Source: an optimization exercise on an open RTL-to-GDS flow (aim: small area, a short achievable clock period and few clock cycles per item). Production flows keep margins and buffers that such runs may drop.
Only simulation tests tie the RTL to the original design; equivalence was not proved.

**flow/run.sh**
```bash
#!/bin/bash
# synth_recipe.tcl (not shown) runs the flow's synth.tcl, then flattens the netlist and writes it again
# the make line also repeats each setting of config.mk as NAME=value (left out here)
make -C /OpenROAD-flow-scripts/flow DESIGN_CONFIG=/design/flow/config.mk WORK_HOME=/design/flow/orfs CLKGATE_MAP_FILE= SYNTH_SCRIPT=/design/flow/synth_recipe.tcl finish
```
**flow/config.mk**
```make
export PLATFORM = sky130hd
export DESIGN_NAME = PixelSolver
export DESIGN_NICKNAME = PixelSolver
export VERILOG_FILES = /design/flow/design.v
export SDC_FILE = /design/flow/constraint.sdc
export NUM_CORES = 4
export LEC_CHECK = 0
export CAP_MARGIN = 20
export CORE_MARGIN = 2
export CORE_UTILIZATION = 40
export SLEW_MARGIN = 20
```
**flow/constraint.sdc**
```tcl
create_clock -name core_clock -period 12.0 [get_ports {clk}]
set_input_delay 2.4000 -clock core_clock [delete_from_list [all_inputs] [get_ports {clk}]]
set_output_delay 2.4000 -clock core_clock [all_outputs]
set_load 0.01 [all_outputs]
```
**flow/design.v**
```verilog
`timescale 1ns/1ps 
module PixelSolver (
  input               io_cmd_valid,
  output              io_cmd_ready,
  input      [27:0]   io_cmd_payload_x,
  input      [27:0]   io_cmd_payload_y,
  output              io_rsp_valid,
  input               io_rsp_ready,
  output     [5:0]    io_rsp_payload_iteration,
  input               clk,
  input               reset
);
  wire       [2:0]    _zz_Inserter_taskId_valueNext;
  wire       [0:0]    _zz_Inserter_taskId_valueNext_1;
  wire       [35:0]   _zz_Mulstage_output_payload_xx;
  wire       [55:0]   _zz_Mulstage_output_payload_xx_1;
  wire       [35:0]   _zz_Mulstage_output_payload_yy;
  wire       [55:0]   _zz_Mulstage_output_payload_yy_1;
  wire       [35:0]   _zz_Mulstage_output_payload_xy;
  wire       [55:0]   _zz_Mulstage_output_payload_xy_1;
  wire       [27:0]   _zz_AddStage_output_payload_x;
  wire       [28:0]   _zz_AddStage_output_payload_y;
  wire       [28:0]   _zz_AddStage_output_payload_y_1;
  wire       [28:0]   _zz_AddStage_output_payload_y_2;
  wire       [27:0]   _zz_AddStage_output_payload_done;
  wire       [27:0]   _zz_AddStage_output_payload_done_1;
  wire       [5:0]    _zz_AddStage_output_payload_iteration;
  wire       [0:0]    _zz_AddStage_output_payload_iteration_1;
  wire       [2:0]    _zz_Rounter_taskId_valueNext;
  wire       [0:0]    _zz_Rounter_taskId_valueNext_1;
  wire       [2:0]    Inserter_cmdContext_id;
  wire       [27:0]   Inserter_cmdContext_x0;
  wire       [27:0]   Inserter_cmdContext_y0;
  wire       [5:0]    Inserter_cmdContext_iteration;
  wire                Inserter_cmdContext_done;
  wire       [27:0]   Inserter_cmdContext_x;
  wire       [27:0]   Inserter_cmdContext_y;
  wire                Inserter_loopBack_valid;
  wire                Inserter_loopBack_ready;
  wire       [2:0]    Inserter_loopBack_payload_id;
  wire       [27:0]   Inserter_loopBack_payload_x0;
  wire       [27:0]   Inserter_loopBack_payload_y0;
  wire       [5:0]    Inserter_loopBack_payload_iteration;
  wire                Inserter_loopBack_payload_done;
  wire       [27:0]   Inserter_loopBack_payload_x;
  wire       [27:0]   Inserter_loopBack_payload_y;
  wire                Inserter_output_valid;
  reg                 Inserter_output_ready;
  reg        [2:0]    Inserter_output_payload_id;
  reg        [27:0]   Inserter_output_payload_x0;
  reg        [27:0]   Inserter_output_payload_y0;
  reg        [5:0]    Inserter_output_payload_iteration;
  reg                 Inserter_output_payload_done;
  reg        [27:0]   Inserter_output_payload_x;
  reg        [27:0]   Inserter_output_payload_y;
  wire                io_cmd_fire;
  reg                 Inserter_taskId_willIncrement;
  wire                Inserter_taskId_willClear;
  reg        [2:0]    Inserter_taskId_valueNext;
  reg        [2:0]    Inserter_taskId_value;
  wire                Inserter_taskId_willOverflowIfInc;
  wire                Inserter_taskId_willOverflow;
  wire                Inserter_output_m2sPipe_valid;
  wire                Inserter_output_m2sPipe_ready;
  wire       [2:0]    Inserter_output_m2sPipe_payload_id;
  wire       [27:0]   Inserter_output_m2sPipe_payload_x0;
  wire       [27:0]   Inserter_output_m2sPipe_payload_y0;
  wire       [5:0]    Inserter_output_m2sPipe_payload_iteration;
  wire                Inserter_output_m2sPipe_payload_done;
  wire       [27:0]   Inserter_output_m2sPipe_payload_x;
  wire       [27:0]   Inserter_output_m2sPipe_payload_y;
  reg                 Inserter_output_rValid;
  reg        [2:0]    Inserter_output_rData_id;
  reg        [27:0]   Inserter_output_rData_x0;
  reg        [27:0]   Inserter_output_rData_y0;
  reg        [5:0]    Inserter_output_rData_iteration;
  reg                 Inserter_output_rData_done;
  reg        [27:0]   Inserter_output_rData_x;
  reg        [27:0]   Inserter_output_rData_y;
  wire                when_Stream_l342;
  wire                Mulstage_input_valid;
  wire                Mulstage_input_ready;
  wire       [2:0]    Mulstage_input_payload_id;
  wire       [27:0]   Mulstage_input_payload_x0;
  wire       [27:0]   Mulstage_input_payload_y0;
  wire       [5:0]    Mulstage_input_payload_iteration;
  wire                Mulstage_input_payload_done;
  wire       [27:0]   Mulstage_input_payload_x;
  wire       [27:0]   Mulstage_input_payload_y;
  reg                 Inserter_output_m2sPipe_rValid;
  reg        [2:0]    Inserter_output_m2sPipe_rData_id;
  reg        [27:0]   Inserter_output_m2sPipe_rData_x0;
  reg        [27:0]   Inserter_output_m2sPipe_rData_y0;
  reg        [5:0]    Inserter_output_m2sPipe_rData_iteration;
  reg                 Inserter_output_m2sPipe_rData_done;
  reg        [27:0]   Inserter_output_m2sPipe_rData_x;
  reg        [27:0]   Inserter_output_m2sPipe_rData_y;
  wire                Mulstage_output_valid;
  reg                 Mulstage_output_ready;
  wire       [2:0]    Mulstage_output_payload_id;
  wire       [27:0]   Mulstage_output_payload_x0;
  wire       [27:0]   Mulstage_output_payload_y0;
  wire       [5:0]    Mulstage_output_payload_iteration;
  wire                Mulstage_output_payload_done;
  wire       [27:0]   Mulstage_output_payload_xx;
  wire       [27:0]   Mulstage_output_payload_yy;
  wire       [27:0]   Mulstage_output_payload_xy;
  wire                AddStage_input_valid;
  wire                AddStage_input_ready;
  wire       [2:0]    AddStage_input_payload_id;
  wire       [27:0]   AddStage_input_payload_x0;
  wire       [27:0]   AddStage_input_payload_y0;
  wire       [5:0]    AddStage_input_payload_iteration;
  wire                AddStage_input_payload_done;
  wire       [27:0]   AddStage_input_payload_xx;
  wire       [27:0]   AddStage_input_payload_yy;
  wire       [27:0]   AddStage_input_payload_xy;
  reg                 Mulstage_output_rValid;
  reg        [2:0]    Mulstage_output_rData_id;
  reg        [27:0]   Mulstage_output_rData_x0;
  reg        [27:0]   Mulstage_output_rData_y0;
  reg        [5:0]    Mulstage_output_rData_iteration;
  reg                 Mulstage_output_rData_done;
  reg        [27:0]   Mulstage_output_rData_xx;
  reg        [27:0]   Mulstage_output_rData_yy;
  reg        [27:0]   Mulstage_output_rData_xy;
  wire                when_Stream_l342_1;
  wire                AddStage_output_valid;
  reg                 AddStage_output_ready;
  wire       [2:0]    AddStage_output_payload_id;
  wire       [27:0]   AddStage_output_payload_x0;
  wire       [27:0]   AddStage_output_payload_y0;
  reg        [5:0]    AddStage_output_payload_iteration;
  reg                 AddStage_output_payload_done;
  wire       [27:0]   AddStage_output_payload_x;
  wire       [27:0]   AddStage_output_payload_y;
  wire                AddStage_output_m2sPipe_valid;
  wire                AddStage_output_m2sPipe_ready;
  wire       [2:0]    AddStage_output_m2sPipe_payload_id;
  wire       [27:0]   AddStage_output_m2sPipe_payload_x0;
  wire       [27:0]   AddStage_output_m2sPipe_payload_y0;
  wire       [5:0]    AddStage_output_m2sPipe_payload_iteration;
  wire                AddStage_output_m2sPipe_payload_done;
  wire       [27:0]   AddStage_output_m2sPipe_payload_x;
  wire       [27:0]   AddStage_output_m2sPipe_payload_y;
  reg                 AddStage_output_rValid;
  reg        [2:0]    AddStage_output_rData_id;
  reg        [27:0]   AddStage_output_rData_x0;
  reg        [27:0]   AddStage_output_rData_y0;
  reg        [5:0]    AddStage_output_rData_iteration;
  reg                 AddStage_output_rData_done;
  reg        [27:0]   AddStage_output_rData_x;
  reg        [27:0]   AddStage_output_rData_y;
  wire                when_Stream_l342_2;
  wire                Rounter_input_valid;
  wire                Rounter_input_ready;
  wire       [2:0]    Rounter_input_payload_id;
  wire       [27:0]   Rounter_input_payload_x0;
  wire       [27:0]   Rounter_input_payload_y0;
  wire       [5:0]    Rounter_input_payload_iteration;
  wire                Rounter_input_payload_done;
  wire       [27:0]   Rounter_input_payload_x;
  wire       [27:0]   Rounter_input_payload_y;
  reg                 AddStage_output_m2sPipe_rValid;
  reg        [2:0]    AddStage_output_m2sPipe_rData_id;
  reg        [27:0]   AddStage_output_m2sPipe_rData_x0;
  reg        [27:0]   AddStage_output_m2sPipe_rData_y0;
  reg        [5:0]    AddStage_output_m2sPipe_rData_iteration;
  reg                 AddStage_output_m2sPipe_rData_done;
  reg        [27:0]   AddStage_output_m2sPipe_rData_x;
  reg        [27:0]   AddStage_output_m2sPipe_rData_y;
  wire                io_rsp_fire;
  reg                 Rounter_taskId_willIncrement;
  wire                Rounter_taskId_willClear;
  reg        [2:0]    Rounter_taskId_valueNext;
  reg        [2:0]    Rounter_taskId_value;
  wire                Rounter_taskId_willOverflowIfInc;
  wire                Rounter_taskId_willOverflow;
  assign _zz_Inserter_taskId_valueNext_1 = Inserter_taskId_willIncrement;
  assign _zz_Inserter_taskId_valueNext = {2'd0, _zz_Inserter_taskId_valueNext_1};
  assign _zz_Mulstage_output_payload_xx = (_zz_Mulstage_output_payload_xx_1 >>> 20);
  assign _zz_Mulstage_output_payload_xx_1 = ($signed(Mulstage_input_payload_x) * $signed(Mulstage_input_payload_x));
  assign _zz_Mulstage_output_payload_yy = (_zz_Mulstage_output_payload_yy_1 >>> 20);
  assign _zz_Mulstage_output_payload_yy_1 = ($signed(Mulstage_input_payload_y) * $signed(Mulstage_input_payload_y));
  assign _zz_Mulstage_output_payload_xy = (_zz_Mulstage_output_payload_xy_1 >>> 20);
  assign _zz_Mulstage_output_payload_xy_1 = ($signed(Mulstage_input_payload_x) * $signed(Mulstage_input_payload_y));
  assign _zz_AddStage_output_payload_x = ($signed(AddStage_input_payload_xx) - $signed(AddStage_input_payload_yy));
  assign _zz_AddStage_output_payload_y = ($signed(_zz_AddStage_output_payload_y_1) + $signed(_zz_AddStage_output_payload_y_2));
  assign _zz_AddStage_output_payload_y_1 = ({1'd0,AddStage_input_payload_xy} <<< 1);
  assign _zz_AddStage_output_payload_y_2 = {{1{AddStage_input_payload_y0[27]}}, AddStage_input_payload_y0};
  assign _zz_AddStage_output_payload_done = 28'h0400000;
  assign _zz_AddStage_output_payload_done_1 = ($signed(AddStage_input_payload_xx) + $signed(AddStage_input_payload_yy));
  assign _zz_AddStage_output_payload_iteration_1 = (! AddStage_output_payload_done);
  assign _zz_AddStage_output_payload_iteration = {5'd0, _zz_AddStage_output_payload_iteration_1};
  assign _zz_Rounter_taskId_valueNext_1 = Rounter_taskId_willIncrement;
  assign _zz_Rounter_taskId_valueNext = {2'd0, _zz_Rounter_taskId_valueNext_1};
  assign io_cmd_fire = (io_cmd_valid && io_cmd_ready);
  always @(*) begin
    Inserter_taskId_willIncrement = 1'b0;
    if(io_cmd_fire) begin
      Inserter_taskId_willIncrement = 1'b1;
    end
  end
  assign Inserter_taskId_willClear = 1'b0;
  assign Inserter_taskId_willOverflowIfInc = (Inserter_taskId_value == 3'b111);
  assign Inserter_taskId_willOverflow = (Inserter_taskId_willOverflowIfInc && Inserter_taskId_willIncrement);
  always @(*) begin
    Inserter_taskId_valueNext = (Inserter_taskId_value + _zz_Inserter_taskId_valueNext);
    if(Inserter_taskId_willClear) begin
      Inserter_taskId_valueNext = 3'b000;
    end
  end
  assign Inserter_cmdContext_id = Inserter_taskId_value;
  assign Inserter_cmdContext_x0 = io_cmd_payload_x;
  assign Inserter_cmdContext_y0 = io_cmd_payload_y;
  assign Inserter_cmdContext_x = 28'h0;
  assign Inserter_cmdContext_y = 28'h0;
  assign Inserter_cmdContext_iteration = 6'h0;
  assign Inserter_cmdContext_done = 1'b0;
  assign Inserter_output_valid = (io_cmd_valid || Inserter_loopBack_valid);
  always @(*) begin
    if(Inserter_loopBack_valid) begin
      Inserter_output_payload_id = Inserter_loopBack_payload_id;
    end else begin
      Inserter_output_payload_id = Inserter_cmdContext_id;
    end
  end
  always @(*) begin
    if(Inserter_loopBack_valid) begin
      Inserter_output_payload_x0 = Inserter_loopBack_payload_x0;
    end else begin
      Inserter_output_payload_x0 = Inserter_cmdContext_x0;
    end
  end
  always @(*) begin
    if(Inserter_loopBack_valid) begin
      Inserter_output_payload_y0 = Inserter_loopBack_payload_y0;
    end else begin
      Inserter_output_payload_y0 = Inserter_cmdContext_y0;
    end
  end
  always @(*) begin
    if(Inserter_loopBack_valid) begin
      Inserter_output_payload_iteration = Inserter_loopBack_payload_iteration;
    end else begin
      Inserter_output_payload_iteration = Inserter_cmdContext_iteration;
    end
  end
  always @(*) begin
    if(Inserter_loopBack_valid) begin
      Inserter_output_payload_done = Inserter_loopBack_payload_done;
    end else begin
      Inserter_output_payload_done = Inserter_cmdContext_done;
    end
  end
  always @(*) begin
    if(Inserter_loopBack_valid) begin
      Inserter_output_payload_x = Inserter_loopBack_payload_x;
    end else begin
      Inserter_output_payload_x = Inserter_cmdContext_x;
    end
  end
  always @(*) begin
    if(Inserter_loopBack_valid) begin
      Inserter_output_payload_y = Inserter_loopBack_payload_y;
    end else begin
      Inserter_output_payload_y = Inserter_cmdContext_y;
    end
  end
  assign io_cmd_ready = (! Inserter_loopBack_valid);
  assign Inserter_loopBack_ready = Inserter_output_ready;
  always @(*) begin
    Inserter_output_ready = Inserter_output_m2sPipe_ready;
    if(when_Stream_l342) begin
      Inserter_output_ready = 1'b1;
    end
  end
  assign when_Stream_l342 = (! Inserter_output_m2sPipe_valid);
  assign Inserter_output_m2sPipe_valid = Inserter_output_rValid;
  assign Inserter_output_m2sPipe_payload_id = Inserter_output_rData_id;
  assign Inserter_output_m2sPipe_payload_x0 = Inserter_output_rData_x0;
  assign Inserter_output_m2sPipe_payload_y0 = Inserter_output_rData_y0;
  assign Inserter_output_m2sPipe_payload_iteration = Inserter_output_rData_iteration;
  assign Inserter_output_m2sPipe_payload_done = Inserter_output_rData_done;
  assign Inserter_output_m2sPipe_payload_x = Inserter_output_rData_x;
  assign Inserter_output_m2sPipe_payload_y = Inserter_output_rData_y;
  assign Inserter_output_m2sPipe_ready = (! Inserter_output_m2sPipe_rValid);
  assign Mulstage_input_valid = (Inserter_output_m2sPipe_valid || Inserter_output_m2sPipe_rValid);
  assign Mulstage_input_payload_id = (Inserter_output_m2sPipe_rValid ? Inserter_output_m2sPipe_rData_id : Inserter_output_m2sPipe_payload_id);
  assign Mulstage_input_payload_x0 = (Inserter_output_m2sPipe_rValid ? Inserter_output_m2sPipe_rData_x0 : Inserter_output_m2sPipe_payload_x0);
  assign Mulstage_input_payload_y0 = (Inserter_output_m2sPipe_rValid ? Inserter_output_m2sPipe_rData_y0 : Inserter_output_m2sPipe_payload_y0);
  assign Mulstage_input_payload_iteration = (Inserter_output_m2sPipe_rValid ? Inserter_output_m2sPipe_rData_iteration : Inserter_output_m2sPipe_payload_iteration);
  assign Mulstage_input_payload_done = (Inserter_output_m2sPipe_rValid ? Inserter_output_m2sPipe_rData_done : Inserter_output_m2sPipe_payload_done);
  assign Mulstage_input_payload_x = (Inserter_output_m2sPipe_rValid ? Inserter_output_m2sPipe_rData_x : Inserter_output_m2sPipe_payload_x);
  assign Mulstage_input_payload_y = (Inserter_output_m2sPipe_rValid ? Inserter_output_m2sPipe_rData_y : Inserter_output_m2sPipe_payload_y);
  assign Mulstage_output_valid = Mulstage_input_valid;
  assign Mulstage_output_payload_id = Mulstage_input_payload_id;
  assign Mulstage_output_payload_x0 = Mulstage_input_payload_x0;
  assign Mulstage_output_payload_y0 = Mulstage_input_payload_y0;
  assign Mulstage_output_payload_iteration = Mulstage_input_payload_iteration;
  assign Mulstage_output_payload_done = Mulstage_input_payload_done;
  assign Mulstage_output_payload_xx = _zz_Mulstage_output_payload_xx[27:0];
  assign Mulstage_output_payload_yy = _zz_Mulstage_output_payload_yy[27:0];
  assign Mulstage_output_payload_xy = _zz_Mulstage_output_payload_xy[27:0];
  assign Mulstage_input_ready = Mulstage_output_ready;
  always @(*) begin
    Mulstage_output_ready = AddStage_input_ready;
    if(when_Stream_l342_1) begin
      Mulstage_output_ready = 1'b1;
    end
  end
  assign when_Stream_l342_1 = (! AddStage_input_valid);
  assign AddStage_input_valid = Mulstage_output_rValid;
  assign AddStage_input_payload_id = Mulstage_output_rData_id;
  assign AddStage_input_payload_x0 = Mulstage_output_rData_x0;
  assign AddStage_input_payload_y0 = Mulstage_output_rData_y0;
  assign AddStage_input_payload_iteration = Mulstage_output_rData_iteration;
  assign AddStage_input_payload_done = Mulstage_output_rData_done;
  assign AddStage_input_payload_xx = Mulstage_output_rData_xx;
  assign AddStage_input_payload_yy = Mulstage_output_rData_yy;
  assign AddStage_input_payload_xy = Mulstage_output_rData_xy;
  assign AddStage_output_valid = AddStage_input_valid;
  assign AddStage_output_payload_id = AddStage_input_payload_id;
  assign AddStage_output_payload_x0 = AddStage_input_payload_x0;
  assign AddStage_output_payload_y0 = AddStage_input_payload_y0;
  always @(*) begin
    AddStage_output_payload_iteration = AddStage_input_payload_iteration;
    AddStage_output_payload_iteration = (AddStage_input_payload_iteration + _zz_AddStage_output_payload_iteration);
  end
  always @(*) begin
    AddStage_output_payload_done = AddStage_input_payload_done;
    AddStage_output_payload_done = ((AddStage_input_payload_done || ($signed(_zz_AddStage_output_payload_done) <= $signed(_zz_AddStage_output_payload_done_1))) || (AddStage_input_payload_iteration == 6'h3f));
  end
  assign AddStage_output_payload_x = ($signed(_zz_AddStage_output_payload_x) + $signed(AddStage_input_payload_x0));
  assign AddStage_output_payload_y = _zz_AddStage_output_payload_y[27:0];
  assign AddStage_input_ready = AddStage_output_ready;
  always @(*) begin
    AddStage_output_ready = AddStage_output_m2sPipe_ready;
    if(when_Stream_l342_2) begin
      AddStage_output_ready = 1'b1;
    end
  end
  assign when_Stream_l342_2 = (! AddStage_output_m2sPipe_valid);
  assign AddStage_output_m2sPipe_valid = AddStage_output_rValid;
  assign AddStage_output_m2sPipe_payload_id = AddStage_output_rData_id;
  assign AddStage_output_m2sPipe_payload_x0 = AddStage_output_rData_x0;
  assign AddStage_output_m2sPipe_payload_y0 = AddStage_output_rData_y0;
  assign AddStage_output_m2sPipe_payload_iteration = AddStage_output_rData_iteration;
  assign AddStage_output_m2sPipe_payload_done = AddStage_output_rData_done;
  assign AddStage_output_m2sPipe_payload_x = AddStage_output_rData_x;
  assign AddStage_output_m2sPipe_payload_y = AddStage_output_rData_y;
  assign AddStage_output_m2sPipe_ready = (! AddStage_output_m2sPipe_rValid);
  assign Rounter_input_valid = (AddStage_output_m2sPipe_valid || AddStage_output_m2sPipe_rValid);
  assign Rounter_input_payload_id = (AddStage_output_m2sPipe_rValid ? AddStage_output_m2sPipe_rData_id : AddStage_output_m2sPipe_payload_id);
  assign Rounter_input_payload_x0 = (AddStage_output_m2sPipe_rValid ? AddStage_output_m2sPipe_rData_x0 : AddStage_output_m2sPipe_payload_x0);
  assign Rounter_input_payload_y0 = (AddStage_output_m2sPipe_rValid ? AddStage_output_m2sPipe_rData_y0 : AddStage_output_m2sPipe_payload_y0);
  assign Rounter_input_payload_iteration = (AddStage_output_m2sPipe_rValid ? AddStage_output_m2sPipe_rData_iteration : AddStage_output_m2sPipe_payload_iteration);
  assign Rounter_input_payload_done = (AddStage_output_m2sPipe_rValid ? AddStage_output_m2sPipe_rData_done : AddStage_output_m2sPipe_payload_done);
  assign Rounter_input_payload_x = (AddStage_output_m2sPipe_rValid ? AddStage_output_m2sPipe_rData_x : AddStage_output_m2sPipe_payload_x);
  assign Rounter_input_payload_y = (AddStage_output_m2sPipe_rValid ? AddStage_output_m2sPipe_rData_y : AddStage_output_m2sPipe_payload_y);
  assign io_rsp_fire = (io_rsp_valid && io_rsp_ready);
  always @(*) begin
    Rounter_taskId_willIncrement = 1'b0;
    if(io_rsp_fire) begin
      Rounter_taskId_willIncrement = 1'b1;
    end
  end
  assign Rounter_taskId_willClear = 1'b0;
  assign Rounter_taskId_willOverflowIfInc = (Rounter_taskId_value == 3'b111);
  assign Rounter_taskId_willOverflow = (Rounter_taskId_willOverflowIfInc && Rounter_taskId_willIncrement);
  always @(*) begin
    Rounter_taskId_valueNext = (Rounter_taskId_value + _zz_Rounter_taskId_valueNext);
    if(Rounter_taskId_willClear) begin
      Rounter_taskId_valueNext = 3'b000;
    end
  end
  assign io_rsp_valid = ((Rounter_input_valid && Rounter_input_payload_done) && (Rounter_taskId_value == Rounter_input_payload_id));
  assign io_rsp_payload_iteration = Rounter_input_payload_iteration;
  assign Inserter_loopBack_valid = (Rounter_input_valid && ((! (Rounter_input_payload_done && (Rounter_taskId_value == Rounter_input_payload_id))) || (! io_rsp_ready)));
  assign Inserter_loopBack_payload_id = Rounter_input_payload_id;
  assign Inserter_loopBack_payload_x0 = Rounter_input_payload_x0;
  assign Inserter_loopBack_payload_y0 = Rounter_input_payload_y0;
  assign Inserter_loopBack_payload_iteration = Rounter_input_payload_iteration;
  assign Inserter_loopBack_payload_done = Rounter_input_payload_done;
  assign Inserter_loopBack_payload_x = Rounter_input_payload_x;
  assign Inserter_loopBack_payload_y = Rounter_input_payload_y;
  assign Rounter_input_ready = (io_rsp_ready || Inserter_loopBack_valid);
  always @(posedge clk or posedge reset) begin
    if(reset) begin
      Inserter_taskId_value <= 3'b000;
      Inserter_output_rValid <= 1'b0;
      Inserter_output_m2sPipe_rValid <= 1'b0;
      Mulstage_output_rValid <= 1'b0;
      AddStage_output_rValid <= 1'b0;
      AddStage_output_m2sPipe_rValid <= 1'b0;
      Rounter_taskId_value <= 3'b000;
    end else begin
      Inserter_taskId_value <= Inserter_taskId_valueNext;
      if(Inserter_output_ready) begin
        Inserter_output_rValid <= Inserter_output_valid;
      end
      if(Inserter_output_m2sPipe_valid) begin
        Inserter_output_m2sPipe_rValid <= 1'b1;
      end
      if(Mulstage_input_ready) begin
        Inserter_output_m2sPipe_rValid <= 1'b0;
      end
      if(Mulstage_output_ready) begin
        Mulstage_output_rValid <= Mulstage_output_valid;
      end
      if(AddStage_output_ready) begin
        AddStage_output_rValid <= AddStage_output_valid;
      end
      if(AddStage_output_m2sPipe_valid) begin
        AddStage_output_m2sPipe_rValid <= 1'b1;
      end
      if(Rounter_input_ready) begin
        AddStage_output_m2sPipe_rValid <= 1'b0;
      end
      Rounter_taskId_value <= Rounter_taskId_valueNext;
    end
  end
  always @(posedge clk) begin
    if(Inserter_output_ready) begin
      Inserter_output_rData_id <= Inserter_output_payload_id;
      Inserter_output_rData_x0 <= Inserter_output_payload_x0;
      Inserter_output_rData_y0 <= Inserter_output_payload_y0;
      Inserter_output_rData_iteration <= Inserter_output_payload_iteration;
      Inserter_output_rData_done <= Inserter_output_payload_done;
      Inserter_output_rData_x <= Inserter_output_payload_x;
      Inserter_output_rData_y <= Inserter_output_payload_y;
    end
    if(Inserter_output_m2sPipe_ready) begin
      Inserter_output_m2sPipe_rData_id <= Inserter_output_m2sPipe_payload_id;
      Inserter_output_m2sPipe_rData_x0 <= Inserter_output_m2sPipe_payload_x0;
      Inserter_output_m2sPipe_rData_y0 <= Inserter_output_m2sPipe_payload_y0;
      Inserter_output_m2sPipe_rData_iteration <= Inserter_output_m2sPipe_payload_iteration;
      Inserter_output_m2sPipe_rData_done <= Inserter_output_m2sPipe_payload_done;
      Inserter_output_m2sPipe_rData_x <= Inserter_output_m2sPipe_payload_x;
      Inserter_output_m2sPipe_rData_y <= Inserter_output_m2sPipe_payload_y;
    end
    if(Mulstage_output_ready) begin
      Mulstage_output_rData_id <= Mulstage_output_payload_id;
      Mulstage_output_rData_x0 <= Mulstage_output_payload_x0;
      Mulstage_output_rData_y0 <= Mulstage_output_payload_y0;
      Mulstage_output_rData_iteration <= Mulstage_output_payload_iteration;
      Mulstage_output_rData_done <= Mulstage_output_payload_done;
      Mulstage_output_rData_xx <= Mulstage_output_payload_xx;
      Mulstage_output_rData_yy <= Mulstage_output_payload_yy;
      Mulstage_output_rData_xy <= Mulstage_output_payload_xy;
    end
    if(AddStage_output_ready) begin
      AddStage_output_rData_id <= AddStage_output_payload_id;
      AddStage_output_rData_x0 <= AddStage_output_payload_x0;
      AddStage_output_rData_y0 <= AddStage_output_payload_y0;
      AddStage_output_rData_iteration <= AddStage_output_payload_iteration;
      AddStage_output_rData_done <= AddStage_output_payload_done;
      AddStage_output_rData_x <= AddStage_output_payload_x;
      AddStage_output_rData_y <= AddStage_output_payload_y;
    end
    if(AddStage_output_m2sPipe_ready) begin
      AddStage_output_m2sPipe_rData_id <= AddStage_output_m2sPipe_payload_id;
      AddStage_output_m2sPipe_rData_x0 <= AddStage_output_m2sPipe_payload_x0;
      AddStage_output_m2sPipe_rData_y0 <= AddStage_output_m2sPipe_payload_y0;
      AddStage_output_m2sPipe_rData_iteration <= AddStage_output_m2sPipe_payload_iteration;
      AddStage_output_m2sPipe_rData_done <= AddStage_output_m2sPipe_payload_done;
      AddStage_output_m2sPipe_rData_x <= AddStage_output_m2sPipe_payload_x;
      AddStage_output_m2sPipe_rData_y <= AddStage_output_m2sPipe_payload_y;
    end
  end
endmodule
```
==> run summary <==

Logic synthesis
The synthesized flop and latch total is 647. The number of flops mapped to enable cells by yosys is 392. A synthesized cell averages 10.23 µm². Counting distinct cell types in the post-synthesis netlist gives 78. Multiplexer cells account for 2.894% of the synthesized area. The synthesized-area fraction occupied by and/or/nand/nor cells is 9.083%. The synthesized netlist devotes 2.285% of its cell area to XOR and XNOR gates. The sequential cell area fraction in the yosys report is 18.40%. The post-synthesis compound-gate area fraction is 3.207%.

The most instantiated flip-flop cell in the synthesis netlist is sky130_fd_sc_hd__edfxtp_1. The number of synthesis warnings is 1. After technology mapping, the gate count stands at 8,991.

Summing the areas of all fa, ha and maj instances in the mapped netlist gives 53.32% of the synthesized area. The number of nets produced by synthesis is 11,720. The synthesized cell area is 92,010 µm². For this run, asynchronously set or reset flops after synthesis account for 1.700%. By area, the combinational part of the netlist is dominated by adder cells.

Flow run
The number of max-cap violations is 0.

STA
The hold violation count in the final report is 0. The worst path meets setup with 1.718 ns of slack. After routing, the total negative slack on setup checks comes to 0 ns. Of the available clock period, the critical path in the final layout requires 85.69%. Setup repair after global routing left no endpoint under its margin. Headroom to the max-slew limit came out at 24.70%. Setup violations remaining at the end of the flow were counted as 0.

The final clock skew is 0.07419 ns. At the pin with the least slew margin, the transition time is 1.124 ns. The worst path in the final design needs a cycle of 10.28 ns, including I/O delays and setup. Derived from the worst setup path, the maximum achievable clock frequency is 97.25 MHz. The count of final max-slew check failures came to 0.

Clocking
The quantity of gates resized following cts is 0. The clock passes through at most 3 buffers. Buffers added to address setup during post-CTS repair amount to 0.

TritonCTS built the clock tree. TritonCTS created 72 clock buffers. The clock latency on the worst-skew pair is 0.71 ns. The clock transition at the register clock pins on the worst setup and hold paths after CTS is 0.06 ns.

The H-tree was split into 3 levels. CTS placed an instance of sky130_fd_sc_hd__clkbuf_16 at the clock tree root. For this design, the sink count on the clock tree is 647. The count of hold-fix buffers inserted at cts is 0.

Cells and area
The fraction of layout instances using a drive strength above 1 is 5.984%. The sequential cell area is 16,940 µm². The area overhead of the layout relative to synthesis is 8.084%. Fill cells in the final layout number 21,820. The combined area of the multi-input logic cells is 65,750 µm².

The most common cell after layout, fill and taps aside is sky130_fd_sc_hd__inv_1. In the layout the commonest cells are sky130_fd_sc_hd__inv_1 (2,282), sky130_fd_sc_hd__fa_1 (2,074), sky130_fd_sc_hd__nand2_1 (994), sky130_fd_sc_hd__nor2_1 (859), sky130_fd_sc_hd__ha_1 (596). The number of nets in the finished design is 11,680.

Global routing
The number of global-route vias before repair is 67,350. The number of antenna violations at the first check in global routing is 9. The first global-routing pass estimated 402,400 µm of wire.

Summed over all layers, the global routing overflow is 0. Entering global routing, the biggest net connects 91 pins. Global routing consumed, over all layers together, 22.75% of the routing resources.

Die
The number of primary I/O pins is 68. The die is 483.6 µm tall. The floorplan has 176 rows.

The die area is 233,900 µm². The effective utilization at floorplan is 40.14%. The placeable core region is 229,200 µm². The die extent in x is 483.6 µm.

Drt
For this run, design rule violations remaining after detail routing come to 0. After detailed routing, the average wire length per cell comes to 21.55 µm. The total routed wirelength is 259,400 µm. The routed via count is 61,290.

After the first detailed-routing iteration, the DRC count stood at 4,721. The detailed-router iteration count before antenna repair is 6. The ratio of routed vias to standard cells is 5.092. The number of routed nets with antenna violations is 0.

Setup path
In this run the number of cells on the critical path is 26. The highest cell delay on the worst timing path is 0.84 ns. In this run the worst path has a maximum fanout of 31. The kind of cell with the highest combined delay along the critical path is adder cells. The library cell appearing most often on the critical path is sky130_fd_sc_hd__fa_1.

The minimum setup slack among reg-to-reg paths is 1.72 ns. Counting both buffers and inverters, the worst setup path holds a total of 5. The worst register-to-register path has a depth of 26. The classification of the worst setup path is reg -> reg. The worst setup path is launched from a flop. The required time at the worst-slack endpoint is 12.44 ns. STA classifies the critical path endpoint as a flop. The arrival time of the worst setup path is 10.72 ns.

The slowest stage of the critical path belongs to the cell sky130_fd_sc_hd__mux2i_2.

Place
Routability-driven placement finished with a final weighted congestion of 0.9656. The post-DP HPWL is 203,700 µm. In this run the tool buffered the top-level ports with 67 buffer cells. The pre-CTS setup slack is 1.849 ns.

Hold path
The worst hold path passes through 0 cells. The worst hold path belongs to the class reg -> reg.

Run status
The run finished with no timing, DRC or antenna violations.
==> cell families after synthesis <==
kind of cell,after synthesis
buffers and inverters,2643
multiplexers,243
other,1
AO/OA/AOI/OAI,454
AND/OR/NAND/NOR,2085
XOR/XNOR,240
adder cells (fa/ha/maj),2678
flip-flops,647
==> worst paths after layout <==
path / start / end
worst min register to register: Mulstage_output_rData_x0[12] / AddStage_output_rData_x0[12]
worst min-delay path: Mulstage_output_rData_x0[12] / AddStage_output_rData_x0[12]
max in group asynchronous: reset / AddStage_output_m2sPipe_rValid
worst max-delay path: Inserter_output_m2sPipe_rValid / Mulstage_output_rData_yy[27]
worst max register to register: Inserter_output_m2sPipe_rValid / Mulstage_output_rData_yy[27]
min in group asynchronous: reset / Mulstage_output_rValid
==> Yosys cell counts, types with 7 or more instances <==
cell / n / area, µm²
sky130_fd_sc_hd__dfrtp_1: 11 / 275.3
sky130_fd_sc_hd__ha_1: 596 / 7457
sky130_fd_sc_hd__clkinv_1: 17 / 63.81
sky130_fd_sc_hd__a31o_2: 9 / 78.83
sky130_fd_sc_hd__mux2i_1: 59 / 590.6
sky130_fd_sc_hd__buf_2: 14 / 70.07
sky130_fd_sc_hd__nand2b_1: 17 / 106.4
sky130_fd_sc_hd__maj3_1: 8 / 80.08
sky130_fd_sc_hd__clkbuf_1: 276 / 1036
sky130_fd_sc_hd__dfxtp_1: 244 / 4885
sky130_fd_sc_hd__inv_2: 9 / 33.78
sky130_fd_sc_hd__nand4_1: 23 / 143.9
sky130_fd_sc_hd__nor2_1: 859 / 3224
sky130_fd_sc_hd__nand3_1: 30 / 150.1
sky130_fd_sc_hd__and2_1: 66 / 412.9
sky130_fd_sc_hd__a211oi_1: 13 / 97.59
sky130_fd_sc_hd__nor2b_1: 28 / 175.2
sky130_fd_sc_hd__a31oi_1: 17 / 106.4
sky130_fd_sc_hd__o21bai_1: 16 / 120.1
sky130_fd_sc_hd__edfxtp_1: 392 / 11770
sky130_fd_sc_hd__o21a_1: 38 / 285.3
sky130_fd_sc_hd__buf_1: 43 / 161.4
sky130_fd_sc_hd__and3_1: 7 / 43.79
sky130_fd_sc_hd__a21oi_1: 145 / 725.7
sky130_fd_sc_hd__fa_1: 2074 / 41520
sky130_fd_sc_hd__xor2_1: 58 / 508.0
sky130_fd_sc_hd__o211ai_1: 12 / 90.09
sky130_fd_sc_hd__a21o_1: 61 / 457.9
sky130_fd_sc_hd__mux2_2: 184 / 2072
sky130_fd_sc_hd__nor3_1: 37 / 185.2
sky130_fd_sc_hd__xnor2_1: 182 / 1594
sky130_fd_sc_hd__o21ai_0: 79 / 395.4
sky130_fd_sc_hd__inv_1: 2283 / 8569
sky130_fd_sc_hd__nand2_1: 996 / 3739
==> area by class of cell <==
type	instances	share of cell area, %
multi-input combinational	5701	66.12
sequential	647	17.03
inverter	2309	8.715
tap	3026	3.807
clock buffer	98	2.002
timing repair buffer	217	1.868
clock inverter	36	0.4479
antenna	4	0.01007
==> routing by layer <==
layer	vias to the layer above	routed length (µm)	GRT usage, %
met2	2513	120500	36.77
met4	10	16130	11.17
li1	26420	-	-
met3	604	22190	4.613
met1	31750	100500	29.19
met5	-	67	0
==> per-stage QoR <==
step | util, % | area [µm²] | hold WS (ns) | cells
CTS | 43.38 | 99430 | 0.4037 | 12030
floorplan | - | 92010 | 0.4003 | 8991
global placement | 42.30 | 96970 | 0.4025 | 11900
detailed placement | 42.31 | 97000 | 0.4106 | 11900
finish | 43.38 | 99450 | 0.4147 | 12040
global route | 43.38 | 99440 | 0.4294 | 12030
Testbench counts, summed over its fixed seeds: cycles 69,599, pixels 2,048.

[separate check: timing with driven ports]
How much do the figures lean on ideal ports? The routed layout below was timed once more, with nothing changed but the port constraints. Step 1 (the two cells are an assumption about what drives the block):
set clk [get_ports {clk}]
set_driving_cell -lib_cell sky130_fd_sc_hd__clkbuf_16 $clk
set_driving_cell -lib_cell sky130_fd_sc_hd__buf_2 [delete_from_list [all_inputs] $clk]
Step 2 adds t to the input delays and takes it off the output delays; t is the mean of the earliest and latest rising clock arrival at the registers after step 1. Input paths then give back, and output paths get back, about the clock's delay inside the block. Slacks: ideal ports / drivers / drivers and shift; pairs: ideal ports / drivers.
shift t [ns]: 0.738
setup WS [ns]: 1.718 / 1.718 / 1.718
hold slack, ns: 0.415 / 0.415 / 0.415
pins driven straight from the clock port: 1
After both steps setup and hold are still met in this run. The setup slack of this run moves by 0.000 ns with the drivers and by 0.000 ns with both steps.
